Background: an optimization exercise with open tools, aiming at small area and a short achievable clock period. Do not read the settings as production practice. RTL that was checked went through simulation tests only; none was proved equivalent to the original. The RTL of run 2 was laid out without a check of its function. Power figures rest on the tool's default switching activity, not on a simulated workload.

==> flow/design.v (outline; a module is shown in full before it is edited, if it fits) <==
// module AdderPair: 28 lines
// module Comparator: 6 lines
// module PAdd: 51 lines
// module CellAO21: 3 lines
// module CellAND2: 3 lines
// module CellXOR2: 3 lines
// module CellNOR2: 3 lines
// module Counter: 16 lines
// module FA: 7 lines
// module HA: 7 lines
// module Multiply16x16: 1410 lines
// module Multiply8x8: 369 lines
// module Tree8x8: 299 lines
// module MuxMod: 14 lines
// module PathSegment: 22 lines
// module ChipLevel: 23 lines
module ChipLevel (
   input  logic [15:0] data16_a, data16_b, data16_c, data16_d,
   input  logic [7:0] din_a, din_b,
   input  logic [1:0] sel,
   input  logic clk, cin, rst, start,
   input  logic s1, s2, op,
   output logic [15:0] mux_out, regout,
   output logic [31:0] m32_out,
   output logic cout1, cout2, comp_out1, comp_out2
);
  // ...
==> flow/flow/run.sh <==
#!/bin/bash
# Layout flow: the standard one, except that synthesis keeps the design's FA
# modules as the library's full-adder cell (flow/synth_fa.tcl) and leaves the
# remaining logic to ABC without re-extracting adders from it.  The
# registers must come out exactly as in the standard synthesis (same names
# and cell types); if they do not, the standard synthesis is used instead.
set -uo pipefail
R=orfs/results/$FLOW_PLATFORM/ChipLevel/base

bash standard.sh synth > std_synth.log 2>&1 || exit 1
cp $R/1_2_yosys.v std_1_2_yosys.v

# 2. the synthesis with full-adder cells, in a work folder of its own
MK=$(sed -n 's/^make -C \S* \(.*\) "\${@:-finish}"$/\1/p' standard.sh | sed 's|WORK_HOME=\S*||; s|SYNTH_SCRIPT=\S*||')
read -ra MKARGS <<< "$MK"
make -C "$FLOW_HOME" "${MKARGS[@]}" WORK_HOME="$PWD/orfs_fa" SYNTH_SCRIPT="$PWD/flow/synth_fa.tcl" \
  "SYNTH_KEEP_MODULES=FA HA CellAO21 CellAND2 CellXOR2 CellNOR2" "ADDER_MAP_FILE=" synth > fa_synth.log 2>&1
ok=$?
if [[ $ok -eq 0 ]] && python3 flow/same_regs.py std_1_2_yosys.v orfs_fa/results/$FLOW_PLATFORM/ChipLevel/base/1_2_yosys.v > regs_check.log 2>&1; then
  echo "using the full-adder synthesis" > synth_choice.log
  cp orfs_fa/results/$FLOW_PLATFORM/ChipLevel/base/1_2_yosys.v $R/1_2_yosys.v
  rm -f $R/1_synth.odb $R/1_synth.sdc
else
  echo "using the standard synthesis (fa synth exit $ok)" > synth_choice.log
fi

# 3. the rest of the standard flow, with the ORFS settings in flow/make_args.txt
EXTRA=()
if [[ -f flow/make_args.txt ]]; then
  while read -r line; do [[ -n "$line" && "$line" != \#* ]] && EXTRA+=("$line"); done < flow/make_args.txt
fi
bash standard.sh finish "${EXTRA[@]}" > std_finish.log 2>&1
==> flow/flow/same_regs.py <==
"""Exit 0 if two netlists have the same flip-flops (instance names and cell types)."""
import re, sys

def regs(path):
    txt = open(path).read()
    return sorted(re.findall(r'(sky130_fd_sc_hd__(?:df|edf|sdf|dl)\w*)\s+(\S+)\s*\(', txt))

a, b = regs(sys.argv[1]), regs(sys.argv[2])
print(len(a), "registers in the standard synthesis,", len(b), "in the other")
if a != b or not a:
    print("differ:", sorted(set(a) ^ set(b))[:20])
    sys.exit(1)
print("same")
==> flow/flow/synth_fa.tcl <==
# synth_recipe.tcl with one change: the small gate modules of the design (FA,
# HA and the Cell* gates), kept as hierarchy through SYNTH_KEEP_MODULES,
# become the library's matching cells instead of being flattened and
# re-synthesized, so the adders keep the structure the RTL gives them.
proc synth {args} { yosys synth -nofsm -noshare {*}$args }
source $::env(SCRIPTS_DIR)/synth.tcl
foreach {m c} {
  FA       sky130_fd_sc_hd__fa_1
  HA       sky130_fd_sc_hd__ha_1
  CellAO21 sky130_fd_sc_hd__a21o_1
  CellAND2 sky130_fd_sc_hd__and2_1
  CellXOR2 sky130_fd_sc_hd__xor2_1
  CellNOR2 sky130_fd_sc_hd__nor2_1
} {
  if {[lsearch -exact $::env(SYNTH_KEEP_MODULES) $m] >= 0} {
    chtype -set $c t:$m
    delete $m
  }
}
# left out here: clear keep_hierarchy, flatten, clean up, hide names made inside functions
tee -o $::env(REPORTS_DIR)/synth_stat_fa.txt stat {*}$lib_args
# left out here: write 1_2_yosys.v
==> flow/standard.sh <==
#!/bin/bash
# synth_recipe.tcl (not shown) runs the flow's synth.tcl, then flattens the netlist and writes it again
# the make line also repeats each setting of config.mk as NAME=value (left out here)
make -C /OpenROAD-flow-scripts/flow DESIGN_CONFIG=/design/flow/config.mk WORK_HOME=/design/flow/orfs CLKGATE_MAP_FILE= SYNTH_SCRIPT=/design/flow/synth_recipe.tcl "${@:-finish}"
==> flow/config.mk <==
export PLATFORM = sky130hd
export DESIGN_NAME = ChipLevel
export DESIGN_NICKNAME = ChipLevel
export VERILOG_FILES = /design/flow/design.v
export SDC_FILE = /design/flow/constraint.sdc
export NUM_CORES = 4
export LEC_CHECK = 0
export CAP_MARGIN = 20
export CORE_MARGIN = 2
export CORE_UTILIZATION = 60
export SETUP_SLACK_MARGIN = 3.3
export SLEW_MARGIN = 20
==> flow/constraint.sdc <==
create_clock -name core_clock -period 8.0 [get_ports {clk}]
set_input_delay 1.6000 -clock core_clock [delete_from_list [all_inputs] [get_ports {clk}]]
set_output_delay 1.6000 -clock core_clock [all_outputs]
set_load 0.01 [all_outputs]
==> impl_results.md, run 1 <==
- Result of the run: finished clean
- Minimum setup slack after placement: 2460 ps
- Starting density of the core: 60.5%
- Register-to-register setup slack: 3670 ps
- Remaining global-route overflow: 0
- Post-route total power: 7.45 mW
- Most frequent cells in the layout: 395 x sky130_fd_sc_hd__nand2_1, 275 x sky130_fd_sc_hd__fa_1, 182 x sky130_fd_sc_hd__dfxtp_1
- Final hold violation count: 0
- Most used routing layer: met2
- Share of power burned in combinational logic: 61.5%
- Startpoint class of the critical path: input pin
- CTS Hold Bufs: 0
- Family of cells with the greatest summed delay on the critical path: adder cells
- Worst IR drop on VDD: 0.246 mV
- Reg-to-reg endpoint: u7.REGOUT[15]$_DFF_P_
- Startpoint-to-endpoint class of the critical path: in2reg
- HPWL after detailed placement: 29400 microns
- Number of remaining DRC errors: 0
- Multi-input combinational cell count: 1417
- PortBufs: 156
- Global-route met1 utilization: 35.7%
- Avg WL per Cell: 17.8 microns
- Violation count after the first detailed-route iteration: 789
- Number of H-tree branching levels: 1
- Leak Pwr: 8.97 nW
- Launch point of the worst reg-to-reg path: u7.BDATA[6]$_DFFE_PP_
- Die height: 176 microns
- Power per cell area: 360 nW/um^2
- Number of cells on the critical path: 7
- Setup repair after global routing missed its margin: yes
- Detailed-routing wirelength on met1: 16500 microns
- Worst path bufs/invs: 1
- Beginning of the critical path: data16_b[4]
- Crit path required time: 8420 ps
- Slew at the pin closest to its max-slew limit: 1040 ps
- Antenna viol nets, final: 0
- Power of the combinational group: 4.58 mW
- Tightest hold margin: 326 ps
- Final min period: 4640 ps
- Non-clock buffers, area share: 8.30%
- Boundary Pins: 157
- Post-CTS Resized: 76
- Number of cells on the worst reg-to-reg path: 13
- Number of nets at the end of the flow: 2274
- Share of power burned in the clock network: 17.1%
==> module Multiply8x8, before the edit <==
module Multiply8x8 (
  input  logic clk,
  input  logic [7:0] a,
  input  logic [7:0] b,
  output logic [15:0] p
);
logic pp0_0;
logic pp0_1;
logic pp0_2;
logic pp0_3;
logic pp0_4;
logic pp0_5;
logic pp0_6;
logic pp0_7;
logic pp1_0;
logic pp1_1;
logic pp1_2;
logic pp1_3;
logic pp1_4;
logic pp1_5;
logic pp1_6;
logic pp1_7;
logic pp2_0;
logic pp2_1;
logic pp2_2;
logic pp2_3;
logic pp2_4;
logic pp2_5;
logic pp2_6;
logic pp2_7;
logic pp3_0;
logic pp3_1;
logic pp3_2;
logic pp3_3;
logic pp3_4;
logic pp3_5;
logic pp3_6;
logic pp3_7;
logic pp4_0;
logic pp4_1;
logic pp4_2;
logic pp4_3;
logic pp4_4;
logic pp4_5;
logic pp4_6;
logic pp4_7;
logic pp5_0;
logic pp5_1;
logic pp5_2;
logic pp5_3;
logic pp5_4;
logic pp5_5;
logic pp5_6;
logic pp5_7;
logic pp6_0;
logic pp6_1;
logic pp6_2;
logic pp6_3;
logic pp6_4;
logic pp6_5;
logic pp6_6;
logic pp6_7;
logic pp7_0;
logic pp7_1;
logic pp7_2;
logic pp7_3;
logic pp7_4;
logic pp7_5;
logic pp7_6;
logic pp7_7;
logic t1;
logic t2;
logic t3;
logic t4;
logic t5;
logic t6;
logic t7;
logic t8;
logic t9;
logic t10;
logic t11;
logic t12;
logic t13;
logic t14;
logic t15;
logic t16;
logic t17;
logic t18;
logic t19;
logic t20;
logic t21;
logic t22;
logic t23;
logic t24;
logic t25;
logic t26;
logic t27;
logic t28;
logic t29;
logic t30;
logic t31;
logic t32;
logic t33;
logic t34;
logic t35;
logic t36;
logic t37;
logic t38;
logic t39;
logic t40;
logic t41;
logic t42;
logic t43;
logic t44;
logic t45;
logic t46;
logic t47;
logic t48;
logic t49;
logic t50;
logic t51;
logic t52;
logic t53;
logic t54;
logic t55;
logic t56;
logic t57;
logic t58;
logic t59;
logic t60;
logic t61;
logic t62;
logic t63;
logic t64;
logic t65;
logic t66;
logic t67;
logic t68;
logic t69;
logic t70;
logic t71;
logic t72;
logic t73;
logic t74;
logic t75;
logic t76;
logic t77;
logic t78;
logic t79;
logic t80;
logic t81;
logic t82;
logic t83;
logic t84;
logic t85;
logic t86;
logic t87;
logic t88;
logic t89;
logic t90;
logic t91;
logic t92;
logic t93;
logic t94;
assign pp0_0 = ~(a[0] & b[0]);
assign pp0_1 = ~(a[0] & b[1]);
assign pp0_2 = ~(a[0] & b[2]);
assign pp0_3 = ~(a[0] & b[3]);
assign pp0_4 = ~(a[0] & b[4]);
assign pp0_5 = ~(a[0] & b[5]);
assign pp0_6 = ~(a[0] & b[6]);
assign pp0_7 = ~(a[0] & b[7]);
assign pp1_0 = ~(a[1] & b[0]);
assign pp1_1 = ~(a[1] & b[1]);
assign pp1_2 = ~(a[1] & b[2]);
assign pp1_3 = ~(a[1] & b[3]);
assign pp1_4 = ~(a[1] & b[4]);
assign pp1_5 = ~(a[1] & b[5]);
assign pp1_6 = ~(a[1] & b[6]);
assign pp1_7 = ~(a[1] & b[7]);
assign pp2_0 = ~(a[2] & b[0]);
assign pp2_1 = ~(a[2] & b[1]);
assign pp2_2 = ~(a[2] & b[2]);
assign pp2_3 = ~(a[2] & b[3]);
assign pp2_4 = ~(a[2] & b[4]);
assign pp2_5 = ~(a[2] & b[5]);
assign pp2_6 = ~(a[2] & b[6]);
assign pp2_7 = ~(a[2] & b[7]);
assign pp3_0 = ~(a[3] & b[0]);
assign pp3_1 = ~(a[3] & b[1]);
assign pp3_2 = ~(a[3] & b[2]);
assign pp3_3 = ~(a[3] & b[3]);
assign pp3_4 = ~(a[3] & b[4]);
assign pp3_5 = ~(a[3] & b[5]);
assign pp3_6 = ~(a[3] & b[6]);
assign pp3_7 = ~(a[3] & b[7]);
assign pp4_0 = ~(a[4] & b[0]);
assign pp4_1 = ~(a[4] & b[1]);
assign pp4_2 = ~(a[4] & b[2]);
assign pp4_3 = ~(a[4] & b[3]);
assign pp4_4 = ~(a[4] & b[4]);
assign pp4_5 = ~(a[4] & b[5]);
assign pp4_6 = ~(a[4] & b[6]);
assign pp4_7 = ~(a[4] & b[7]);
assign pp5_0 = ~(a[5] & b[0]);
assign pp5_1 = ~(a[5] & b[1]);
assign pp5_2 = ~(a[5] & b[2]);
assign pp5_3 = ~(a[5] & b[3]);
assign pp5_4 = ~(a[5] & b[4]);
assign pp5_5 = ~(a[5] & b[5]);
assign pp5_6 = ~(a[5] & b[6]);
assign pp5_7 = ~(a[5] & b[7]);
assign pp6_0 = ~(a[6] & b[0]);
assign pp6_1 = ~(a[6] & b[1]);
assign pp6_2 = ~(a[6] & b[2]);
assign pp6_3 = ~(a[6] & b[3]);
assign pp6_4 = ~(a[6] & b[4]);
assign pp6_5 = ~(a[6] & b[5]);
assign pp6_6 = ~(a[6] & b[6]);
assign pp6_7 = ~(a[6] & b[7]);
assign pp7_0 = ~(a[7] & b[0]);
assign pp7_1 = ~(a[7] & b[1]);
assign pp7_2 = ~(a[7] & b[2]);
assign pp7_3 = ~(a[7] & b[3]);
assign pp7_4 = ~(a[7] & b[4]);
assign pp7_5 = ~(a[7] & b[5]);
assign pp7_6 = ~(a[7] & b[6]);
assign pp7_7 = ~(a[7] & b[7]);
assign t1 = ~(pp0_1 ^ pp1_0);
assign t2 = pp0_1 | pp1_0;
FA fa202 (.A(pp0_2), .B(pp1_1), .CIN(pp2_0), .COUT(t4), .SUM(t3));
assign t5 = ~(t2 ^ t3);
assign t6 = t2 | t3;
FA fa203 (.A(pp0_3), .B(pp1_2), .CIN(pp2_1), .COUT(t8), .SUM(t7));
FA fa204 (.A(pp3_0), .B(t4), .CIN(t7), .COUT(t10), .SUM(t9));
assign t11 = ~(t6 ^ t9);
assign t12 = t6 | t9;
FA fa205 (.A(pp0_4), .B(pp1_3), .CIN(pp2_2), .COUT(t14), .SUM(t13));
FA fa206 (.A(pp3_1), .B(pp4_0), .CIN(t8), .COUT(t16), .SUM(t15));
FA fa207 (.A(t13), .B(t15), .CIN(t10), .COUT(t18), .SUM(t17));
assign t19 = ~(t12 ^ t17);
assign t20 = t12 | t17;
FA fa208 (.A(pp0_5), .B(pp1_4), .CIN(pp2_3), .COUT(t22), .SUM(t21));
FA fa209 (.A(pp3_2), .B(pp4_1), .CIN(pp5_0), .COUT(t24), .SUM(t23));
FA fa210 (.A(t14), .B(t21), .CIN(t23), .COUT(t26), .SUM(t25));
FA fa211 (.A(t16), .B(t25), .CIN(t18), .COUT(t28), .SUM(t27));
assign t29 = ~(t20 ^ t27);
assign t30 = t20 | t27;
FA fa212 (.A(pp0_6), .B(pp1_5), .CIN(pp2_4), .COUT(t32), .SUM(t31));
FA fa213 (.A(pp3_3), .B(pp4_2), .CIN(pp5_1), .COUT(t34), .SUM(t33));
FA fa214 (.A(pp6_0), .B(t22), .CIN(t24), .COUT(t36), .SUM(t35));
FA fa215 (.A(t31), .B(t33), .CIN(t35), .COUT(t38), .SUM(t37));
FA fa216 (.A(t26), .B(t37), .CIN(t28), .COUT(t40), .SUM(t39));
FA fa217 (.A(pp0_7), .B(pp1_6), .CIN(pp2_5), .COUT(t42), .SUM(t41));
FA fa218 (.A(pp3_4), .B(pp4_3), .CIN(pp5_2), .COUT(t44), .SUM(t43));
FA fa219 (.A(pp6_1), .B(pp7_0), .CIN(t32), .COUT(t46), .SUM(t45));
FA fa220 (.A(t34), .B(t41), .CIN(t43), .COUT(t48), .SUM(t47));
FA fa221 (.A(t36), .B(t45), .CIN(t47), .COUT(t50), .SUM(t49));
assign t51 = ~(t38 ^ t49);
assign t52 = t38 | t49;
FA fa222 (.A(pp1_7), .B(pp2_6), .CIN(pp3_5), .COUT(t54), .SUM(t53));
FA fa223 (.A(pp4_4), .B(pp5_3), .CIN(pp6_2), .COUT(t56), .SUM(t55));
FA fa224 (.A(pp7_1), .B(t42), .CIN(t44), .COUT(t58), .SUM(t57));
FA fa225 (.A(t53), .B(t55), .CIN(t46), .COUT(t60), .SUM(t59));
FA fa226 (.A(t57), .B(t48), .CIN(t59), .COUT(t62), .SUM(t61));
assign t63 = ~(t50 ^ t52);
assign t64 = t50 | t52;
FA fa227 (.A(pp2_7), .B(pp3_6), .CIN(pp4_5), .COUT(t66), .SUM(t65));
FA fa228 (.A(pp5_4), .B(pp6_3), .CIN(pp7_2), .COUT(t68), .SUM(t67));
FA fa229 (.A(t54), .B(t56), .CIN(t65), .COUT(t70), .SUM(t69));
FA fa230 (.A(t67), .B(t58), .CIN(t69), .COUT(t72), .SUM(t71));
FA fa231 (.A(t60), .B(t71), .CIN(t62), .COUT(t74), .SUM(t73));
FA fa232 (.A(pp3_7), .B(pp4_6), .CIN(pp5_5), .COUT(t76), .SUM(t75));
FA fa233 (.A(pp6_4), .B(pp7_3), .CIN(t66), .COUT(t78), .SUM(t77));
FA fa234 (.A(t68), .B(t75), .CIN(t77), .COUT(t80), .SUM(t79));
FA fa235 (.A(t70), .B(t79), .CIN(t72), .COUT(t82), .SUM(t81));
FA fa236 (.A(pp4_7), .B(pp5_6), .CIN(pp6_5), .COUT(t84), .SUM(t83));
FA fa237 (.A(pp7_4), .B(t76), .CIN(t83), .COUT(t86), .SUM(t85));
FA fa238 (.A(t78), .B(t85), .CIN(t80), .COUT(t88), .SUM(t87));
FA fa239 (.A(pp5_7), .B(pp6_6), .CIN(pp7_5), .COUT(t90), .SUM(t89));
FA fa240 (.A(t84), .B(t89), .CIN(t86), .COUT(t92), .SUM(t91));
FA fa241 (.A(pp6_7), .B(pp7_6), .CIN(t90), .COUT(t94), .SUM(t93));
logic q0_0;
logic q0_1;
logic q0_2;
logic q0_3;
logic q0_4;
logic q0_5;
logic q0_6;
logic q0_7;
logic q0_8;
logic q0_9;
logic q0_10;
logic q0_11;
logic q0_12;
logic q0_13;
logic q0_14;
logic q1_6;
logic q1_7;
logic q1_8;
logic q1_9;
logic q1_10;
logic q1_11;
logic q1_12;
logic q1_13;
logic q1_14;
always_ff @(posedge clk) begin
  q0_0 <= pp0_0;
  q0_1 <= t1;
  q0_2 <= t5;
  q0_3 <= t11;
  q0_4 <= t19;
  q0_5 <= t29;
  q0_6 <= t30;
  q1_6 <= t39;
  q0_7 <= t40;
  q1_7 <= t51;
  q0_8 <= t61;
  q1_8 <= t63;
  q0_9 <= t64;
  q1_9 <= t73;
  q0_10 <= t74;
  q1_10 <= t81;
  q0_11 <= t82;
  q1_11 <= t87;
  q0_12 <= t88;
  q1_12 <= t91;
  q0_13 <= t92;
  q1_13 <= t93;
  q0_14 <= pp7_7;
  q1_14 <= t94;
end
logic [15:0] x, y;
assign x[0] = q0_0;
assign y[0] = 1'b1;
assign x[1] = q0_1;
assign y[1] = 1'b1;
assign x[2] = q0_2;
assign y[2] = 1'b1;
assign x[3] = q0_3;
assign y[3] = 1'b1;
assign x[4] = q0_4;
assign y[4] = 1'b1;
assign x[5] = q0_5;
assign y[5] = 1'b1;
assign x[6] = q0_6;
assign y[6] = q1_6;
assign x[7] = q0_7;
assign y[7] = q1_7;
assign x[8] = q0_8;
assign y[8] = q1_8;
assign x[9] = q0_9;
assign y[9] = q1_9;
assign x[10] = q0_10;
assign y[10] = q1_10;
assign x[11] = q0_11;
assign y[11] = q1_11;
assign x[12] = q0_12;
assign y[12] = q1_12;
assign x[13] = q0_13;
assign y[13] = q1_13;
assign x[14] = q0_14;
assign y[14] = q1_14;
assign x[15] = 1'b1;
assign y[15] = 1'b1;
logic [15:0] sum;
PAdd #(.W(16), .INV(1), .HAS_CI(0)) u_add (.a(x), .b(y), .ci(1'b0), .s(sum), .co());
assign p = sum[15:0];
endmodule
==> run 2: changes to the inputs <==
--- a/flow/design.v
+++ b/flow/design.v
@@ -1461,84 +1461,546 @@
 FA fa194 (.A(q0_22), .B(q1_22), .CIN(q2_22), .COUT(u34), .SUM(u33));
 FA fa195 (.A(q0_23), .B(q1_23), .CIN(q2_23), .COUT(u36), .SUM(u35));
 FA fa196 (.A(q0_24), .B(q1_24), .CIN(q2_24), .COUT(u38), .SUM(u37));
 FA fa197 (.A(q0_25), .B(q1_25), .CIN(q2_25), .COUT(u40), .SUM(u39));
 FA fa198 (.A(q0_26), .B(q1_26), .CIN(q2_26), .COUT(u42), .SUM(u41));
 FA fa199 (.A(q0_27), .B(q1_27), .CIN(q2_27), .COUT(u44), .SUM(u43));
 FA fa200 (.A(q0_28), .B(q1_28), .CIN(q2_28), .COUT(u46), .SUM(u45));
 FA fa201 (.A(q0_29), .B(q1_29), .CIN(q2_29), .COUT(u48), .SUM(u47));
-logic [31:0] x, y;
-assign x[0] = q0_0;
-assign y[0] = 1'b1;
-assign x[1] = q0_1;
-assign y[1] = 1'b1;
-assign x[2] = q0_2;
-assign y[2] = 1'b1;
-assign x[3] = q0_3;
-assign y[3] = 1'b1;
-assign x[4] = q0_4;
-assign y[4] = 1'b1;
-assign x[5] = q0_5;
-assign y[5] = 1'b1;
-assign x[6] = u1;
-assign y[6] = 1'b1;
-assign x[7] = u2;
-assign y[7] = u3;
-assign x[8] = u4;
-assign y[8] = u5;
-assign x[9] = u6;
-assign y[9] = u7;
-assign x[10] = u8;
-assign y[10] = u9;
-assign x[11] = u10;
-assign y[11] = u11;
-assign x[12] = u12;
-assign y[12] = u13;
-assign x[13] = u14;
-assign y[13] = u15;
-assign x[14] = u16;
-assign y[14] = u17;
-assign x[15] = u18;
-assign y[15] = u19;
-assign x[16] = u20;
-assign y[16] = u21;
-assign x[17] = u22;
-assign y[17] = u23;
-assign x[18] = u24;
-assign y[18] = u25;
-assign x[19] = u26;
-assign y[19] = u27;
-assign x[20] = u28;
-assign y[20] = u29;
-assign x[21] = u30;
-assign y[21] = u31;
-assign x[22] = u32;
-assign y[22] = u33;
-assign x[23] = u34;
-assign y[23] = u35;
-assign x[24] = u36;
-assign y[24] = u37;
-assign x[25] = u38;
-assign y[25] = u39;
-assign x[26] = u40;
-assign y[26] = u41;
-assign x[27] = u42;
-assign y[27] = u43;
-assign x[28] = u44;
-assign y[28] = u45;
-assign x[29] = u46;
-assign y[29] = u47;
-assign x[30] = u48;
-assign y[30] = q0_30;
-assign x[31] = 1'b1;
-assign y[31] = 1'b1;
-logic [31:0] sum;
-PAdd #(.W(32), .INV(1), .HAS_CI(0)) u_add (.a(x), .b(y), .ci(1'b0), .s(sum), .co());
-assign p = sum[31:0];
+logic v1;
+logic v2;
+logic v3;
+logic v4;
+logic v5;
+logic v6;
+logic v7;
+logic v8;
+logic v9;
+logic v10;
+logic v11;
+logic v12;
+logic v13;
+logic v14;
+logic v15;
+logic v16;
+logic v17;
+logic v18;
+logic v19;
+logic v20;
+logic v21;
+logic v22;
+logic v23;
+logic v24;
+logic v25;
+logic v26;
+logic v27;
+logic v28;
+logic v29;
+logic v30;
+logic v31;
+logic v32;
+logic v33;
+logic v34;
+logic v35;
+logic v36;
+logic v37;
+logic v38;
+logic v39;
+logic v40;
+logic v41;
+logic v42;
+logic v43;
+logic v44;
+logic v45;
+logic v46;
+logic v47;
+logic v48;
+logic v49;
+logic v50;
+logic v51;
+logic v52;
+logic v53;
+logic v54;
+logic v55;
+logic v56;
+logic v57;
+logic v58;
+logic v59;
+logic v60;
+logic v61;
+logic v62;
+logic v63;
+logic v64;
+logic v65;
+logic v66;
+logic v67;
+logic v68;
+logic v69;
+logic v70;
+logic v71;
+logic v72;
+logic v73;
+logic v74;
+logic v75;
+logic v76;
+logic v77;
+logic v78;
+logic v79;
+logic v80;
+logic v81;
+logic v82;
+logic v83;
+logic v84;
+logic v85;
+logic v86;
+logic v87;
+logic v88;
+logic v89;
+logic v90;
+logic v91;
+logic v92;
+logic v93;
+logic v94;
+logic v95;
+logic v96;
+logic v97;
+logic v98;
+logic v99;
+logic v100;
+logic v101;
+logic v102;
+logic v103;
+logic v104;
+logic v105;
+logic v106;
+logic v107;
+logic v108;
+logic v109;
+logic v110;
+logic v111;
+logic v112;
+logic v113;
+logic v114;
+logic v115;
+logic v116;
+logic v117;
+logic v118;
+logic v119;
+logic v120;
+logic v121;
+logic v122;
+logic v123;
+logic v124;
+logic v125;
+logic v126;
+logic v127;
+logic v128;
+logic v129;
+logic v130;
+logic v131;
+logic v132;
+logic v133;
+logic v134;
+logic v135;
+logic v136;
+logic v137;
+logic v138;
+logic v139;
+logic v140;
+logic v141;
+logic v142;
+logic v143;
+logic v144;
+logic v145;
+logic v146;
+logic v147;
+logic v148;
+logic v149;
+logic v150;
+logic v151;
+logic v152;
+logic v153;
+logic v154;
+logic v155;
+logic v156;
+logic v157;
+logic v158;
+logic v159;
+logic v160;
+logic v161;
+logic v162;
+logic v163;
+logic v164;
+logic v165;
+logic v166;
+logic v167;
+logic v168;
+logic v169;
+logic v170;
+logic v171;
+logic v172;
+logic v173;
+logic v174;
+logic v175;
+logic v176;
+logic v177;
+logic v178;
+logic v179;
+logic v180;
+logic v181;
+logic v182;
+logic v183;
+logic v184;
+logic v185;
+logic v186;
+logic v187;
+logic v188;
+logic v189;
+logic v190;
+logic v191;
+logic v192;
+logic v193;
+logic v194;
+logic v195;
+logic v196;
+logic v197;
+logic v198;
+logic v199;
+logic v200;
+logic v201;
+logic v202;
+logic v203;
+logic v204;
+logic v205;
+logic v206;
+logic v207;
+logic v208;
+logic v209;
+logic v210;
+logic v211;
+logic v212;
+logic v213;
+logic v214;
+logic v215;
+logic v216;
+logic v217;
+logic v218;
+logic v219;
+logic v220;
+logic v221;
+logic v222;
+logic v223;
+logic v224;
+logic v225;
+logic v226;
+logic v227;
+logic v228;
+logic v229;
+logic v230;
+logic v231;
+logic v232;
+logic v233;
+logic v234;
+logic v235;
+logic v236;
+logic v237;
+logic v238;
+logic v239;
+logic v240;
+logic v241;
+logic v242;
+logic v243;
+logic v244;
+logic v245;
+logic v246;
+logic v247;
+logic v248;
+logic v249;
+assign v1 = ~q0_0;
+assign v2 = ~q0_1;
+assign v3 = ~q0_2;
+assign v4 = ~q0_3;
+assign v5 = ~q0_4;
+assign v6 = ~q0_5;
+assign v7 = ~u1;
+CellNOR2 cv8 (.A(u2), .B(u3), .Y(v8));
+CellXOR2 cv9 (.A(u2), .B(u3), .X(v9));
+CellNOR2 cv10 (.A(u4), .B(u5), .Y(v10));
+CellXOR2 cv11 (.A(u4), .B(u5), .X(v11));
+CellNOR2 cv12 (.A(u6), .B(u7), .Y(v12));
+CellXOR2 cv13 (.A(u6), .B(u7), .X(v13));
+CellNOR2 cv14 (.A(u8), .B(u9), .Y(v14));
+CellXOR2 cv15 (.A(u8), .B(u9), .X(v15));
+CellNOR2 cv16 (.A(u10), .B(u11), .Y(v16));
+CellXOR2 cv17 (.A(u10), .B(u11), .X(v17));
+CellNOR2 cv18 (.A(u12), .B(u13), .Y(v18));
+CellXOR2 cv19 (.A(u12), .B(u13), .X(v19));
+CellNOR2 cv20 (.A(u14), .B(u15), .Y(v20));
+CellXOR2 cv21 (.A(u14), .B(u15), .X(v21));
+CellNOR2 cv22 (.A(u16), .B(u17), .Y(v22));
+CellXOR2 cv23 (.A(u16), .B(u17), .X(v23));
+CellNOR2 cv24 (.A(u18), .B(u19), .Y(v24));
+CellXOR2 cv25 (.A(u18), .B(u19), .X(v25));
+CellNOR2 cv26 (.A(u20), .B(u21), .Y(v26));
+CellXOR2 cv27 (.A(u20), .B(u21), .X(v27));
+CellNOR2 cv28 (.A(u22), .B(u23), .Y(v28));
+CellXOR2 cv29 (.A(u22), .B(u23), .X(v29));
+CellNOR2 cv30 (.A(u24), .B(u25), .Y(v30));
+CellXOR2 cv31 (.A(u24), .B(u25), .X(v31));
+CellNOR2 cv32 (.A(u26), .B(u27), .Y(v32));
+CellXOR2 cv33 (.A(u26), .B(u27), .X(v33));
+CellNOR2 cv34 (.A(u28), .B(u29), .Y(v34));
+CellXOR2 cv35 (.A(u28), .B(u29), .X(v35));
+CellNOR2 cv36 (.A(u30), .B(u31), .Y(v36));
+CellXOR2 cv37 (.A(u30), .B(u31), .X(v37));
+CellNOR2 cv38 (.A(u32), .B(u33), .Y(v38));
+CellXOR2 cv39 (.A(u32), .B(u33), .X(v39));
+CellNOR2 cv40 (.A(u34), .B(u35), .Y(v40));
+CellXOR2 cv41 (.A(u34), .B(u35), .X(v41));
+CellNOR2 cv42 (.A(u36), .B(u37), .Y(v42));
+CellXOR2 cv43 (.A(u36), .B(u37), .X(v43));
+CellNOR2 cv44 (.A(u38), .B(u39), .Y(v44));
+CellXOR2 cv45 (.A(u38), .B(u39), .X(v45));
+CellNOR2 cv46 (.A(u40), .B(u41), .Y(v46));
+CellXOR2 cv47 (.A(u40), .B(u41), .X(v47));
+CellNOR2 cv48 (.A(u42), .B(u43), .Y(v48));
+CellXOR2 cv49 (.A(u42), .B(u43), .X(v49));
+CellNOR2 cv50 (.A(u44), .B(u45), .Y(v50));
+CellXOR2 cv51 (.A(u44), .B(u45), .X(v51));
+CellNOR2 cv52 (.A(u46), .B(u47), .Y(v52));
+CellXOR2 cv53 (.A(u46), .B(u47), .X(v53));
+CellNOR2 cv54 (.A(u48), .B(q0_30), .Y(v54));
+CellXOR2 cv55 (.A(u48), .B(q0_30), .X(v55));
+CellAND2 cv56 (.A(v4), .B(v3), .X(v56));
+CellAND2 cv57 (.A(v6), .B(v5), .X(v57));
+CellAND2 cv58 (.A(v9), .B(v7), .X(v58));
+CellAND2 cv59 (.A(v13), .B(v10), .X(v59));
+CellAO21 cv60 (.A1(v13), .A2(v10), .B1(v12), .X(v60));
+CellAND2 cv61 (.A(v13), .B(v11), .X(v61));
+CellAND2 cv62 (.A(v17), .B(v14), .X(v62));
+CellAO21 cv63 (.A1(v17), .A2(v14), .B1(v16), .X(v63));
+CellAND2 cv64 (.A(v17), .B(v15), .X(v64));
+CellAND2 cv65 (.A(v21), .B(v18), .X(v65));
+CellAO21 cv66 (.A1(v21), .A2(v18), .B1(v20), .X(v66));
+CellAND2 cv67 (.A(v21), .B(v19), .X(v67));
+CellAND2 cv68 (.A(v25), .B(v22), .X(v68));
+CellAO21 cv69 (.A1(v25), .A2(v22), .B1(v24), .X(v69));
+CellAND2 cv70 (.A(v25), .B(v23), .X(v70));
+CellAND2 cv71 (.A(v29), .B(v26), .X(v71));
+CellAO21 cv72 (.A1(v29), .A2(v26), .B1(v28), .X(v72));
+CellAND2 cv73 (.A(v29), .B(v27), .X(v73));
+CellAND2 cv74 (.A(v33), .B(v30), .X(v74));
+CellAO21 cv75 (.A1(v33), .A2(v30), .B1(v32), .X(v75));
+CellAND2 cv76 (.A(v33), .B(v31), .X(v76));
+CellAND2 cv77 (.A(v37), .B(v34), .X(v77));
+CellAO21 cv78 (.A1(v37), .A2(v34), .B1(v36), .X(v78));
+CellAND2 cv79 (.A(v37), .B(v35), .X(v79));
+CellAND2 cv80 (.A(v41), .B(v38), .X(v80));
+CellAO21 cv81 (.A1(v41), .A2(v38), .B1(v40), .X(v81));
+CellAND2 cv82 (.A(v41), .B(v39), .X(v82));
+CellAND2 cv83 (.A(v45), .B(v42), .X(v83));
+CellAO21 cv84 (.A1(v45), .A2(v42), .B1(v44), .X(v84));
+CellAND2 cv85 (.A(v45), .B(v43), .X(v85));
+CellAND2 cv86 (.A(v49), .B(v46), .X(v86));
+CellAO21 cv87 (.A1(v49), .A2(v46), .B1(v48), .X(v87));
+CellAND2 cv88 (.A(v49), .B(v47), .X(v88));
+CellAND2 cv89 (.A(v53), .B(v50), .X(v89));
+CellAO21 cv90 (.A1(v53), .A2(v50), .B1(v52), .X(v90));
+CellAND2 cv91 (.A(v53), .B(v51), .X(v91));
+CellAND2 cv92 (.A(v7), .B(v57), .X(v92));
+CellAND2 cv93 (.A(v58), .B(v57), .X(v93));
+CellAND2 cv94 (.A(v15), .B(v60), .X(v94));
+CellAO21 cv95 (.A1(v15), .A2(v60), .B1(v14), .X(v95));
+CellAND2 cv96 (.A(v15), .B(v61), .X(v96));
+CellAND2 cv97 (.A(v64), .B(v60), .X(v97));
+CellAO21 cv98 (.A1(v64), .A2(v60), .B1(v63), .X(v98));
+CellAND2 cv99 (.A(v64), .B(v61), .X(v99));
+CellAND2 cv100 (.A(v23), .B(v66), .X(v100));
+CellAO21 cv101 (.A1(v23), .A2(v66), .B1(v22), .X(v101));
+CellAND2 cv102 (.A(v23), .B(v67), .X(v102));
+CellAND2 cv103 (.A(v70), .B(v66), .X(v103));
+CellAO21 cv104 (.A1(v70), .A2(v66), .B1(v69), .X(v104));
+CellAND2 cv105 (.A(v70), .B(v67), .X(v105));
+CellAND2 cv106 (.A(v31), .B(v72), .X(v106));
+CellAO21 cv107 (.A1(v31), .A2(v72), .B1(v30), .X(v107));
+CellAND2 cv108 (.A(v31), .B(v73), .X(v108));
+CellAND2 cv109 (.A(v76), .B(v72), .X(v109));
+CellAO21 cv110 (.A1(v76), .A2(v72), .B1(v75), .X(v110));
+CellAND2 cv111 (.A(v76), .B(v73), .X(v111));
+CellAND2 cv112 (.A(v39), .B(v78), .X(v112));
+CellAO21 cv113 (.A1(v39), .A2(v78), .B1(v38), .X(v113));
+CellAND2 cv114 (.A(v39), .B(v79), .X(v114));
+CellAND2 cv115 (.A(v82), .B(v78), .X(v115));
+CellAO21 cv116 (.A1(v82), .A2(v78), .B1(v81), .X(v116));
+CellAND2 cv117 (.A(v82), .B(v79), .X(v117));
+CellAND2 cv118 (.A(v47), .B(v84), .X(v118));
+CellAO21 cv119 (.A1(v47), .A2(v84), .B1(v46), .X(v119));
+CellAND2 cv120 (.A(v47), .B(v85), .X(v120));
+CellAND2 cv121 (.A(v88), .B(v84), .X(v121));
+CellAO21 cv122 (.A1(v88), .A2(v84), .B1(v87), .X(v122));
+CellAND2 cv123 (.A(v88), .B(v85), .X(v123));
+CellAND2 cv124 (.A(v55), .B(v90), .X(v124));
+CellAO21 cv125 (.A1(v55), .A2(v90), .B1(v54), .X(v125));
+CellAND2 cv126 (.A(v55), .B(v91), .X(v126));
+CellAND2 cv127 (.A(v19), .B(v98), .X(v127));
+CellAO21 cv128 (.A1(v19), .A2(v98), .B1(v18), .X(v128));
+CellAND2 cv129 (.A(v19), .B(v99), .X(v129));
+CellAND2 cv130 (.A(v67), .B(v98), .X(v130));
+CellAO21 cv131 (.A1(v67), .A2(v98), .B1(v66), .X(v131));
+CellAND2 cv132 (.A(v67), .B(v99), .X(v132));
+CellAND2 cv133 (.A(v102), .B(v98), .X(v133));
+CellAO21 cv134 (.A1(v102), .A2(v98), .B1(v101), .X(v134));
+CellAND2 cv135 (.A(v102), .B(v99), .X(v135));
+CellAND2 cv136 (.A(v105), .B(v98), .X(v136));
+CellAO21 cv137 (.A1(v105), .A2(v98), .B1(v104), .X(v137));
+CellAND2 cv138 (.A(v105), .B(v99), .X(v138));
+CellAND2 cv139 (.A(v35), .B(v110), .X(v139));
+CellAO21 cv140 (.A1(v35), .A2(v110), .B1(v34), .X(v140));
+CellAND2 cv141 (.A(v35), .B(v111), .X(v141));
+CellAND2 cv142 (.A(v79), .B(v110), .X(v142));
+CellAO21 cv143 (.A1(v79), .A2(v110), .B1(v78), .X(v143));
+CellAND2 cv144 (.A(v79), .B(v111), .X(v144));
+CellAND2 cv145 (.A(v114), .B(v110), .X(v145));
+CellAO21 cv146 (.A1(v114), .A2(v110), .B1(v113), .X(v146));
+CellAND2 cv147 (.A(v114), .B(v111), .X(v147));
+CellAND2 cv148 (.A(v117), .B(v110), .X(v148));
+CellAO21 cv149 (.A1(v117), .A2(v110), .B1(v116), .X(v149));
+CellAND2 cv150 (.A(v117), .B(v111), .X(v150));
+CellAND2 cv151 (.A(v51), .B(v122), .X(v151));
+CellAO21 cv152 (.A1(v51), .A2(v122), .B1(v50), .X(v152));
+CellAND2 cv153 (.A(v51), .B(v123), .X(v153));
+CellAND2 cv154 (.A(v91), .B(v122), .X(v154));
+CellAO21 cv155 (.A1(v91), .A2(v122), .B1(v90), .X(v155));
+CellAND2 cv156 (.A(v91), .B(v123), .X(v156));
+CellAND2 cv157 (.A(v126), .B(v122), .X(v157));
+CellAO21 cv158 (.A1(v126), .A2(v122), .B1(v125), .X(v158));
+CellAND2 cv159 (.A(v126), .B(v123), .X(v159));
+CellAND2 cv160 (.A(v11), .B(v8), .X(v160));
+CellAO21 cv161 (.A1(v11), .A2(v8), .B1(v10), .X(v161));
+CellAND2 cv162 (.A(v61), .B(v8), .X(v162));
+CellAO21 cv163 (.A1(v61), .A2(v8), .B1(v60), .X(v163));
+CellAND2 cv164 (.A(v96), .B(v8), .X(v164));
+CellAO21 cv165 (.A1(v96), .A2(v8), .B1(v95), .X(v165));
+CellAND2 cv166 (.A(v99), .B(v8), .X(v166));
+CellAO21 cv167 (.A1(v99), .A2(v8), .B1(v98), .X(v167));
+CellAND2 cv168 (.A(v129), .B(v8), .X(v168));
+CellAO21 cv169 (.A1(v129), .A2(v8), .B1(v128), .X(v169));
+CellAND2 cv170 (.A(v132), .B(v8), .X(v170));
+CellAO21 cv171 (.A1(v132), .A2(v8), .B1(v131), .X(v171));
+CellAND2 cv172 (.A(v135), .B(v8), .X(v172));
+CellAO21 cv173 (.A1(v135), .A2(v8), .B1(v134), .X(v173));
+CellAND2 cv174 (.A(v138), .B(v8), .X(v174));
+CellAO21 cv175 (.A1(v138), .A2(v8), .B1(v137), .X(v175));
+CellAND2 cv176 (.A(v43), .B(v149), .X(v176));
+CellAO21 cv177 (.A1(v43), .A2(v149), .B1(v42), .X(v177));
+CellAND2 cv178 (.A(v43), .B(v150), .X(v178));
+CellAND2 cv179 (.A(v85), .B(v149), .X(v179));
+CellAO21 cv180 (.A1(v85), .A2(v149), .B1(v84), .X(v180));
+CellAND2 cv181 (.A(v85), .B(v150), .X(v181));
+CellAND2 cv182 (.A(v120), .B(v149), .X(v182));
+CellAO21 cv183 (.A1(v120), .A2(v149), .B1(v119), .X(v183));
+CellAND2 cv184 (.A(v120), .B(v150), .X(v184));
+CellAND2 cv185 (.A(v123), .B(v149), .X(v185));
+CellAO21 cv186 (.A1(v123), .A2(v149), .B1(v122), .X(v186));
+CellAND2 cv187 (.A(v123), .B(v150), .X(v187));
+CellAND2 cv188 (.A(v153), .B(v149), .X(v188));
+CellAO21 cv189 (.A1(v153), .A2(v149), .B1(v152), .X(v189));
+CellAND2 cv190 (.A(v153), .B(v150), .X(v190));
+CellAND2 cv191 (.A(v156), .B(v149), .X(v191));
+CellAO21 cv192 (.A1(v156), .A2(v149), .B1(v155), .X(v192));
+CellAND2 cv193 (.A(v156), .B(v150), .X(v193));
+CellAND2 cv194 (.A(v159), .B(v149), .X(v194));
+CellAO21 cv195 (.A1(v159), .A2(v149), .B1(v158), .X(v195));
+CellAND2 cv196 (.A(v159), .B(v150), .X(v196));
+CellAND2 cv197 (.A(v27), .B(v175), .X(v197));
+CellAO21 cv198 (.A1(v27), .A2(v175), .B1(v26), .X(v198));
+CellAND2 cv199 (.A(v73), .B(v175), .X(v199));
+CellAO21 cv200 (.A1(v73), .A2(v175), .B1(v72), .X(v200));
+CellAND2 cv201 (.A(v108), .B(v175), .X(v201));
+CellAO21 cv202 (.A1(v108), .A2(v175), .B1(v107), .X(v202));
+CellAND2 cv203 (.A(v111), .B(v175), .X(v203));
+CellAO21 cv204 (.A1(v111), .A2(v175), .B1(v110), .X(v204));
+CellAND2 cv205 (.A(v141), .B(v175), .X(v205));
+CellAO21 cv206 (.A1(v141), .A2(v175), .B1(v140), .X(v206));
+CellAND2 cv207 (.A(v144), .B(v175), .X(v207));
+CellAO21 cv208 (.A1(v144), .A2(v175), .B1(v143), .X(v208));
+CellAND2 cv209 (.A(v147), .B(v175), .X(v209));
+CellAO21 cv210 (.A1(v147), .A2(v175), .B1(v146), .X(v210));
+CellAND2 cv211 (.A(v150), .B(v175), .X(v211));
+CellAO21 cv212 (.A1(v150), .A2(v175), .B1(v149), .X(v212));
+CellAND2 cv213 (.A(v178), .B(v175), .X(v213));
+CellAO21 cv214 (.A1(v178), .A2(v175), .B1(v177), .X(v214));
+CellAND2 cv215 (.A(v181), .B(v175), .X(v215));
+CellAO21 cv216 (.A1(v181), .A2(v175), .B1(v180), .X(v216));
+CellAND2 cv217 (.A(v184), .B(v175), .X(v217));
+CellAO21 cv218 (.A1(v184), .A2(v175), .B1(v183), .X(v218));
+CellAND2 cv219 (.A(v187), .B(v175), .X(v219));
+CellAO21 cv220 (.A1(v187), .A2(v175), .B1(v186), .X(v220));
+CellAND2 cv221 (.A(v190), .B(v175), .X(v221));
+CellAO21 cv222 (.A1(v190), .A2(v175), .B1(v189), .X(v222));
+CellAND2 cv223 (.A(v193), .B(v175), .X(v223));
+CellAO21 cv224 (.A1(v193), .A2(v175), .B1(v192), .X(v224));
+CellAND2 cv225 (.A(v196), .B(v175), .X(v225));
+CellAO21 cv226 (.A1(v196), .A2(v175), .B1(v195), .X(v226));
+CellXOR2 cv227 (.A(v11), .B(v8), .X(v227));
+CellXOR2 cv228 (.A(v13), .B(v161), .X(v228));
+CellXOR2 cv229 (.A(v15), .B(v163), .X(v229));
+CellXOR2 cv230 (.A(v17), .B(v165), .X(v230));
+CellXOR2 cv231 (.A(v19), .B(v167), .X(v231));
+CellXOR2 cv232 (.A(v21), .B(v169), .X(v232));
+CellXOR2 cv233 (.A(v23), .B(v171), .X(v233));
+CellXOR2 cv234 (.A(v25), .B(v173), .X(v234));
+CellXOR2 cv235 (.A(v27), .B(v175), .X(v235));
+CellXOR2 cv236 (.A(v29), .B(v198), .X(v236));
+CellXOR2 cv237 (.A(v31), .B(v200), .X(v237));
+CellXOR2 cv238 (.A(v33), .B(v202), .X(v238));
+CellXOR2 cv239 (.A(v35), .B(v204), .X(v239));
+CellXOR2 cv240 (.A(v37), .B(v206), .X(v240));
+CellXOR2 cv241 (.A(v39), .B(v208), .X(v241));
+CellXOR2 cv242 (.A(v41), .B(v210), .X(v242));
+CellXOR2 cv243 (.A(v43), .B(v212), .X(v243));
+CellXOR2 cv244 (.A(v45), .B(v214), .X(v244));
+CellXOR2 cv245 (.A(v47), .B(v216), .X(v245));
+CellXOR2 cv246 (.A(v49), .B(v218), .X(v246));
+CellXOR2 cv247 (.A(v51), .B(v220), .X(v247));
+CellXOR2 cv248 (.A(v53), .B(v222), .X(v248));
+CellXOR2 cv249 (.A(v55), .B(v224), .X(v249));
+assign p[0] = v1;
+assign p[1] = v2;
+assign p[2] = v3;
+assign p[3] = v4;
+assign p[4] = v5;
+assign p[5] = v6;
+assign p[6] = v7;
+assign p[7] = v9;
+assign p[8] = v227;
+assign p[9] = v228;
+assign p[10] = v229;
+assign p[11] = v230;
+assign p[12] = v231;
+assign p[13] = v232;
+assign p[14] = v233;
+assign p[15] = v234;
+assign p[16] = v235;
+assign p[17] = v236;
+assign p[18] = v237;
+assign p[19] = v238;
+assign p[20] = v239;
+assign p[21] = v240;
+assign p[22] = v241;
+assign p[23] = v242;
+assign p[24] = v243;
+assign p[25] = v244;
+assign p[26] = v245;
+assign p[27] = v246;
+assign p[28] = v247;
+assign p[29] = v248;
+assign p[30] = v249;
+assign p[31] = v226;
 endmodule
 module Multiply8x8 (
   input  logic clk,
   input  logic [7:0] a,
   input  logic [7:0] b,
   output logic [15:0] p
 );
 logic pp0_0;
@@ -1862,52 +2324,192 @@
   q1_11 <= t87;
   q0_12 <= t88;
   q1_12 <= t91;
   q0_13 <= t92;
   q1_13 <= t93;
   q0_14 <= pp7_7;
   q1_14 <= t94;
 end
-logic [15:0] x, y;
-assign x[0] = q0_0;
-assign y[0] = 1'b1;
-assign x[1] = q0_1;
-assign y[1] = 1'b1;
-assign x[2] = q0_2;
-assign y[2] = 1'b1;
-assign x[3] = q0_3;
-assign y[3] = 1'b1;
-assign x[4] = q0_4;
-assign y[4] = 1'b1;
-assign x[5] = q0_5;
-assign y[5] = 1'b1;
-assign x[6] = q0_6;
-assign y[6] = q1_6;
-assign x[7] = q0_7;
-assign y[7] = q1_7;
-assign x[8] = q0_8;
-assign y[8] = q1_8;
-assign x[9] = q0_9;
-assign y[9] = q1_9;
-assign x[10] = q0_10;
-assign y[10] = q1_10;
-assign x[11] = q0_11;
-assign y[11] = q1_11;
-assign x[12] = q0_12;
-assign y[12] = q1_12;
-assign x[13] = q0_13;
-assign y[13] = q1_13;
-assign x[14] = q0_14;
-assign y[14] = q1_14;
-assign x[15] = 1'b1;
-assign y[15] = 1'b1;
-logic [15:0] sum;
-PAdd #(.W(16), .INV(1), .HAS_CI(0)) u_add (.a(x), .b(y), .ci(1'b0), .s(sum), .co());
-assign p = sum[15:0];
+logic v1;
+logic v2;
+logic v3;
+logic v4;
+logic v5;
+logic v6;
+logic v7;
+logic v8;
+logic v9;
+logic v10;
+logic v11;
+logic v12;
+logic v13;
+logic v14;
+logic v15;
+logic v16;
+logic v17;
+logic v18;
+logic v19;
+logic v20;
+logic v21;
+logic v22;
+logic v23;
+logic v24;
+logic v25;
+logic v26;
+logic v27;
+logic v28;
+logic v29;
+logic v30;
+logic v31;
+logic v32;
+logic v33;
+logic v34;
+logic v35;
+logic v36;
+logic v37;
+logic v38;
+logic v39;
+logic v40;
+logic v41;
+logic v42;
+logic v43;
+logic v44;
+logic v45;
+logic v46;
+logic v47;
+logic v48;
+logic v49;
+logic v50;
+logic v51;
+logic v52;
+logic v53;
+logic v54;
+logic v55;
+logic v56;
+logic v57;
+logic v58;
+logic v59;
+logic v60;
+logic v61;
+logic v62;
+logic v63;
+logic v64;
+logic v65;
+logic v66;
+logic v67;
+logic v68;
+logic v69;
+logic v70;
+logic v71;
+logic v72;
+logic v73;
+logic v74;
+logic v75;
+logic v76;
+logic v77;
+logic v78;
+logic v79;
+logic v80;
+assign v1 = ~q0_0;
+assign v2 = ~q0_1;
+assign v3 = ~q0_2;
+assign v4 = ~q0_3;
+assign v5 = ~q0_4;
+assign v6 = ~q0_5;
+CellNOR2 cv7 (.A(q0_6), .B(q1_6), .Y(v7));
+CellXOR2 cv8 (.A(q0_6), .B(q1_6), .X(v8));
+CellNOR2 cv9 (.A(q0_7), .B(q1_7), .Y(v9));
+CellXOR2 cv10 (.A(q0_7), .B(q1_7), .X(v10));
+CellNOR2 cv11 (.A(q0_8), .B(q1_8), .Y(v11));
+CellXOR2 cv12 (.A(q0_8), .B(q1_8), .X(v12));
+CellNOR2 cv13 (.A(q0_9), .B(q1_9), .Y(v13));
+CellXOR2 cv14 (.A(q0_9), .B(q1_9), .X(v14));
+CellNOR2 cv15 (.A(q0_10), .B(q1_10), .Y(v15));
+CellXOR2 cv16 (.A(q0_10), .B(q1_10), .X(v16));
+CellNOR2 cv17 (.A(q0_11), .B(q1_11), .Y(v17));
+CellXOR2 cv18 (.A(q0_11), .B(q1_11), .X(v18));
+CellNOR2 cv19 (.A(q0_12), .B(q1_12), .Y(v19));
+CellXOR2 cv20 (.A(q0_12), .B(q1_12), .X(v20));
+CellNOR2 cv21 (.A(q0_13), .B(q1_13), .Y(v21));
+CellXOR2 cv22 (.A(q0_13), .B(q1_13), .X(v22));
+CellNOR2 cv23 (.A(q0_14), .B(q1_14), .Y(v23));
+CellXOR2 cv24 (.A(q0_14), .B(q1_14), .X(v24));
+CellAND2 cv25 (.A(v4), .B(v3), .X(v25));
+CellAND2 cv26 (.A(v6), .B(v5), .X(v26));
+CellAND2 cv27 (.A(v10), .B(v7), .X(v27));
+CellAO21 cv28 (.A1(v10), .A2(v7), .B1(v9), .X(v28));
+CellAND2 cv29 (.A(v10), .B(v8), .X(v29));
+CellAND2 cv30 (.A(v14), .B(v11), .X(v30));
+CellAO21 cv31 (.A1(v14), .A2(v11), .B1(v13), .X(v31));
+CellAND2 cv32 (.A(v14), .B(v12), .X(v32));
+CellAND2 cv33 (.A(v18), .B(v15), .X(v33));
+CellAO21 cv34 (.A1(v18), .A2(v15), .B1(v17), .X(v34));
+CellAND2 cv35 (.A(v18), .B(v16), .X(v35));
+CellAND2 cv36 (.A(v22), .B(v19), .X(v36));
+CellAO21 cv37 (.A1(v22), .A2(v19), .B1(v21), .X(v37));
+CellAND2 cv38 (.A(v22), .B(v20), .X(v38));
+CellAND2 cv39 (.A(v8), .B(v26), .X(v39));
+CellAND2 cv40 (.A(v29), .B(v26), .X(v40));
+CellAND2 cv41 (.A(v16), .B(v31), .X(v41));
+CellAO21 cv42 (.A1(v16), .A2(v31), .B1(v15), .X(v42));
+CellAND2 cv43 (.A(v16), .B(v32), .X(v43));
+CellAND2 cv44 (.A(v35), .B(v31), .X(v44));
+CellAO21 cv45 (.A1(v35), .A2(v31), .B1(v34), .X(v45));
+CellAND2 cv46 (.A(v35), .B(v32), .X(v46));
+CellAND2 cv47 (.A(v24), .B(v37), .X(v47));
+CellAO21 cv48 (.A1(v24), .A2(v37), .B1(v23), .X(v48));
+CellAND2 cv49 (.A(v24), .B(v38), .X(v49));
+CellAND2 cv50 (.A(v20), .B(v45), .X(v50));
+CellAO21 cv51 (.A1(v20), .A2(v45), .B1(v19), .X(v51));
+CellAND2 cv52 (.A(v20), .B(v46), .X(v52));
+CellAND2 cv53 (.A(v38), .B(v45), .X(v53));
+CellAO21 cv54 (.A1(v38), .A2(v45), .B1(v37), .X(v54));
+CellAND2 cv55 (.A(v38), .B(v46), .X(v55));
+CellAND2 cv56 (.A(v49), .B(v45), .X(v56));
+CellAO21 cv57 (.A1(v49), .A2(v45), .B1(v48), .X(v57));
+CellAND2 cv58 (.A(v49), .B(v46), .X(v58));
+CellAND2 cv59 (.A(v12), .B(v28), .X(v59));
+CellAO21 cv60 (.A1(v12), .A2(v28), .B1(v11), .X(v60));
+CellAND2 cv61 (.A(v32), .B(v28), .X(v61));
+CellAO21 cv62 (.A1(v32), .A2(v28), .B1(v31), .X(v62));
+CellAND2 cv63 (.A(v43), .B(v28), .X(v63));
+CellAO21 cv64 (.A1(v43), .A2(v28), .B1(v42), .X(v64));
+CellAND2 cv65 (.A(v46), .B(v28), .X(v65));
+CellAO21 cv66 (.A1(v46), .A2(v28), .B1(v45), .X(v66));
+CellAND2 cv67 (.A(v52), .B(v28), .X(v67));
+CellAO21 cv68 (.A1(v52), .A2(v28), .B1(v51), .X(v68));
+CellAND2 cv69 (.A(v55), .B(v28), .X(v69));
+CellAO21 cv70 (.A1(v55), .A2(v28), .B1(v54), .X(v70));
+CellAND2 cv71 (.A(v58), .B(v28), .X(v71));
+CellAO21 cv72 (.A1(v58), .A2(v28), .B1(v57), .X(v72));
+CellXOR2 cv73 (.A(v10), .B(v7), .X(v73));
+CellXOR2 cv74 (.A(v12), .B(v28), .X(v74));
+CellXOR2 cv75 (.A(v14), .B(v60), .X(v75));
+CellXOR2 cv76 (.A(v16), .B(v62), .X(v76));
+CellXOR2 cv77 (.A(v18), .B(v64), .X(v77));
+CellXOR2 cv78 (.A(v20), .B(v66), .X(v78));
+CellXOR2 cv79 (.A(v22), .B(v68), .X(v79));
+CellXOR2 cv80 (.A(v24), .B(v70), .X(v80));
+assign p[0] = v1;
+assign p[1] = v2;
+assign p[2] = v3;
+assign p[3] = v4;
+assign p[4] = v5;
+assign p[5] = v6;
+assign p[6] = v8;
+assign p[7] = v73;
+assign p[8] = v74;
+assign p[9] = v75;
+assign p[10] = v76;
+assign p[11] = v77;
+assign p[12] = v78;
+assign p[13] = v79;
+assign p[14] = v80;
+assign p[15] = v72;
 endmodule
 module Tree8x8 (
   input  logic [7:0] a,
   input  logic [7:0] b,
   output logic [15:0] x, y
 );
 logic pp0_0;
 logic pp0_1;
==> flow/flow/make_args.txt (new file) <==
BUFFER_PORTS_ARGS=-buffer_cell sky130_fd_sc_hd__buf_1
==> impl_results.md, run 2 <==
- Remaining global-route overflow: 0 (unchanged)
- Multi-input gate area: 12200 sq um
- Placeable core region: 28700 sq um
- Final min period: 4660 ps (+22.6 ps)
- Die span in x: 175 microns
- Startpoint class of the critical path: flop
- Share of final-layout standard cells stronger than drive strength 1: 9.47%
- Tightest hold margin: 326 ps (-0.319 ps)
- PortBufs: 156 (unchanged)
- Number of H-tree branching levels: 1 (unchanged)
- Leak Pwr: 8.05 nW (-10%)
- Sequential cell area in the final layout: 4600 sq um
- Placed cell area: 18100 sq um
- Site Rows: 62
- Clk pin slew, worst setup/hold paths: 60 ps
- Weighted congestion at the end of routability-driven global placement: 0.839
- Detailed-routing wirelength on met1: 16400 microns (-1.0%)
- Die height: 175 microns (-0.76%)
- Min setup slack post-route: 3340 ps
- Detailed-routed wire length on met2: 19700 microns
- Number of remaining DRC errors: 0 (unchanged)
- Final setup TNS: 0 ps
- DR vias: 12200
- Number of sinks handled by clock tree synthesis: 214
- Power per cell area: 349 nW/um^2 (-2.9%)
- Total non-filler cell area in the finished layout: 19100 sq um
- GRT Total Usage: 26.9%
- Cell at the root of the clock tree: sky130_fd_sc_hd__clkbuf_16
- Max FO, Critical Path: 9
- Startpoint-to-endpoint class of the critical path: reg2out
- Setup repair after global routing missed its margin: yes
- Final setup violation count: 0
- Antenna viol nets, final: 0 (unchanged)
- Number of instances in the synthesized netlist: 1725
- Detail-routed via count per cell: 5.57
- Setup clock skew after layout: 7.57 ps
- Count of warnings emitted by yosys: 6
- Largest net degree at the start of global routing: 40
- Portion of the clock cycle consumed by the worst path in the final layout: 58.3%
- Minimum setup slack after placement: 2790 ps (+336 ps)
- Highest metal layer used by the detailed router: met4
- Worst-skew pair later-pin latency: 520 ps
- Post-route total power: 6.67 mW (-10%)
- Violation count after the first detailed-route iteration: 712 (-9.8%)
- Clock buffer count from CTS: 25
- WL final: 39800 microns
- Worst Hold Class: reg2reg
- Number of global-route vias before repair: 12900
- Int Pwr: 3.89 mW
- Share of power burned in the clock network: 17.1% (about the same)
- Average instance area after synthesis: 10.2 sq um
- Boundary Pins: 157 (unchanged)
- Flop pwr share: 23.6%
- Data arrival time of the critical path: 3060 ps
- Bufs on Longest Clock Path: 3
- Diodes inserted: 0
- Worst IR drop on VDD: 0.186 mV (-24%)
- Worst max-slew margin expressed relative to the limit: 36.5%
- Number of nets at the end of the flow: 2187 (-3.8%)
- Crit path required time: 6400 ps (-2020 ps)
- Drt first pass iters: 5
- Final Slew Violations: 0
- Area enclosed by the die boundary: 30600 sq um
- Max Fclk: 214 MHz
- Net switching power: 2.78 mW
- Commonest non-fill, non-tap cell in the layout: sky130_fd_sc_hd__nand2_1
- First-pass GRT wire length: 65400 microns
- Final hold violation count: 0 (unchanged)
- Number of antenna violations at the first check in global routing: 0
- HPWL after detailed placement: 29100 microns (-1.1%)
- Slew at the pin closest to its max-slew limit: 952 ps (-86.2 ps)
- Number of inserted filler cells in the final layout: 2312
- Netlist Area Pre-Place: 17500 sq um
- Crit. End Element: output pin
- Share of power burned in combinational logic: 59.3% (-2.2 points)
- Most frequent cells in the layout: 408 x sky130_fd_sc_hd__nand2_1, 276 x sky130_fd_sc_hd__fa_1, 182 x sky130_fd_sc_hd__dfxtp_1
- Met3 WL post-DR: 2870 microns
- Maxcap violations: 0
- Layout area overhead: 9.07%
- Result of the run: finished clean
- CTS tree: yes
- Avg WL per Cell: 18.2 microns (+2.0%)
- Fraction of power spent switching nets: 41.6%
- Starting density of the core: 61.0% (+0.51 points)
==> run 2: metal layers <==
metal | global-route usage, % | vias up
met2 | 46.0 | 463
met1 | 36.4 | 6127
met4 | 6.81 | 0
met3 | 3.92 | 80
met5 | 0 | -
li1 | - | 5535
==> run 2: area by class of cell <==
class,count,share of cell area [%]
inverters,38,0.747
well taps,384,2.52
clock inverters,5,0.262
multi-input cells,1321,63.7
flip-flops and latches,214,24.1
repair buffers,190,4.57
clock buffers,38,4.06
==> run 2: power groups by stage <==
| stage | sequential, mW | combinational (mW) | clock (mW) |
|---|---|---|---|
| global route | 1.61 | 4.42 | 1.21 |
| finish | 1.58 | 3.96 | 1.14 |
| detailed placement | 1.60 | 3.72 | 0 |
| floorplan | 1.56 | 3.28 | 0 |
| CTS | 1.58 | 3.84 | 1.16 |
| global placement | 1.60 | 3.64 | 0 |
==> run 2: what timing repair did <==
action | in CTS | in global routing
setup buffers | 2 | 0
hold buffers | 0 | 0
pin swaps | 1 | 3
endpoints found under the hold margin | 0 | 0
endpoints found under the setup margin | 16 | 17
gates resized for setup | 13 | 24
==> run 2: path summary, 6_finish.rpt <==
kind	from	end	slack [ps]	cells after the start
setup / recovery	u5.q0_9$_DFF_P_	m32_out[29]	3340	10
setup reg to reg	u7.BDATA[6]$_DFFE_PP_	u7.REGOUT[14]$_DFF_P_	3600	13
hold / removal	u1.lo1[5]$_DFF_P_	u1.ad16[5]$_DFF_P_	330	0
hold reg to reg	u1.lo1[5]$_DFF_P_	u1.ad16[5]$_DFF_P_	330	0
==> run 2: through the flow <==
step           utilization, %  std cells
2_1_floorplan               -       1725
3_3_place_gp             63.0       2145
3_5_place_dp             63.0       2145
4_1_cts                  66.1       2190
5_1_grt                  66.5       2190
6_report                 66.5       2190
==> run 2: critical path, cell delays in order, from the launching register on <==
cell and delay (ps):
sky130_fd_sc_hd__dfxtp_1 310, sky130_fd_sc_hd__fa_1 530, sky130_fd_sc_hd__xor2_2 180, sky130_fd_sc_hd__a21o_1 200, sky130_fd_sc_hd__a21o_1 230, sky130_fd_sc_hd__a21o_1 200
sky130_fd_sc_hd__a21o_4 250, sky130_fd_sc_hd__buf_12 150, sky130_fd_sc_hd__a21o_1 180, sky130_fd_sc_hd__xor2_1 130, sky130_fd_sc_hd__buf_2 160

-- separate check: timing with driven ports --
The results above use ideal ports. As a check the final layouts listed here were re-extracted and re-timed, cells and wires unchanged. Step 1: set_driving_cell puts a clkbuf_16 on clk and a buf_2 on each other input, an assumption about the parent block. Step 2 adds t to the input delays and takes it off the output delays; t is the mean of the earliest and latest rising clock arrival at the registers after step 1. Input paths then give back, and output paths get back, about the clock's delay inside the block. Three values: ideal, step 1, step 2; two values: the first two.
run | t, ns | slack for setup (ns) | slew at the worst register clock pin (ns) | worst data-port slew with drivers (ns)
run 1 | 0.588 | 3.359 / 3.356 / 2.804 | 0.06 / 0.06 | 0.07
run 2 | 0.572 | 3.336 / 3.284 / 3.216 | 0.06 / 0.06 | 0.04
After both steps every run listed still meets setup and hold. The setup slack of run 1, which loses most, moves by -0.003 ns with the drivers and by -0.555 ns with both steps.
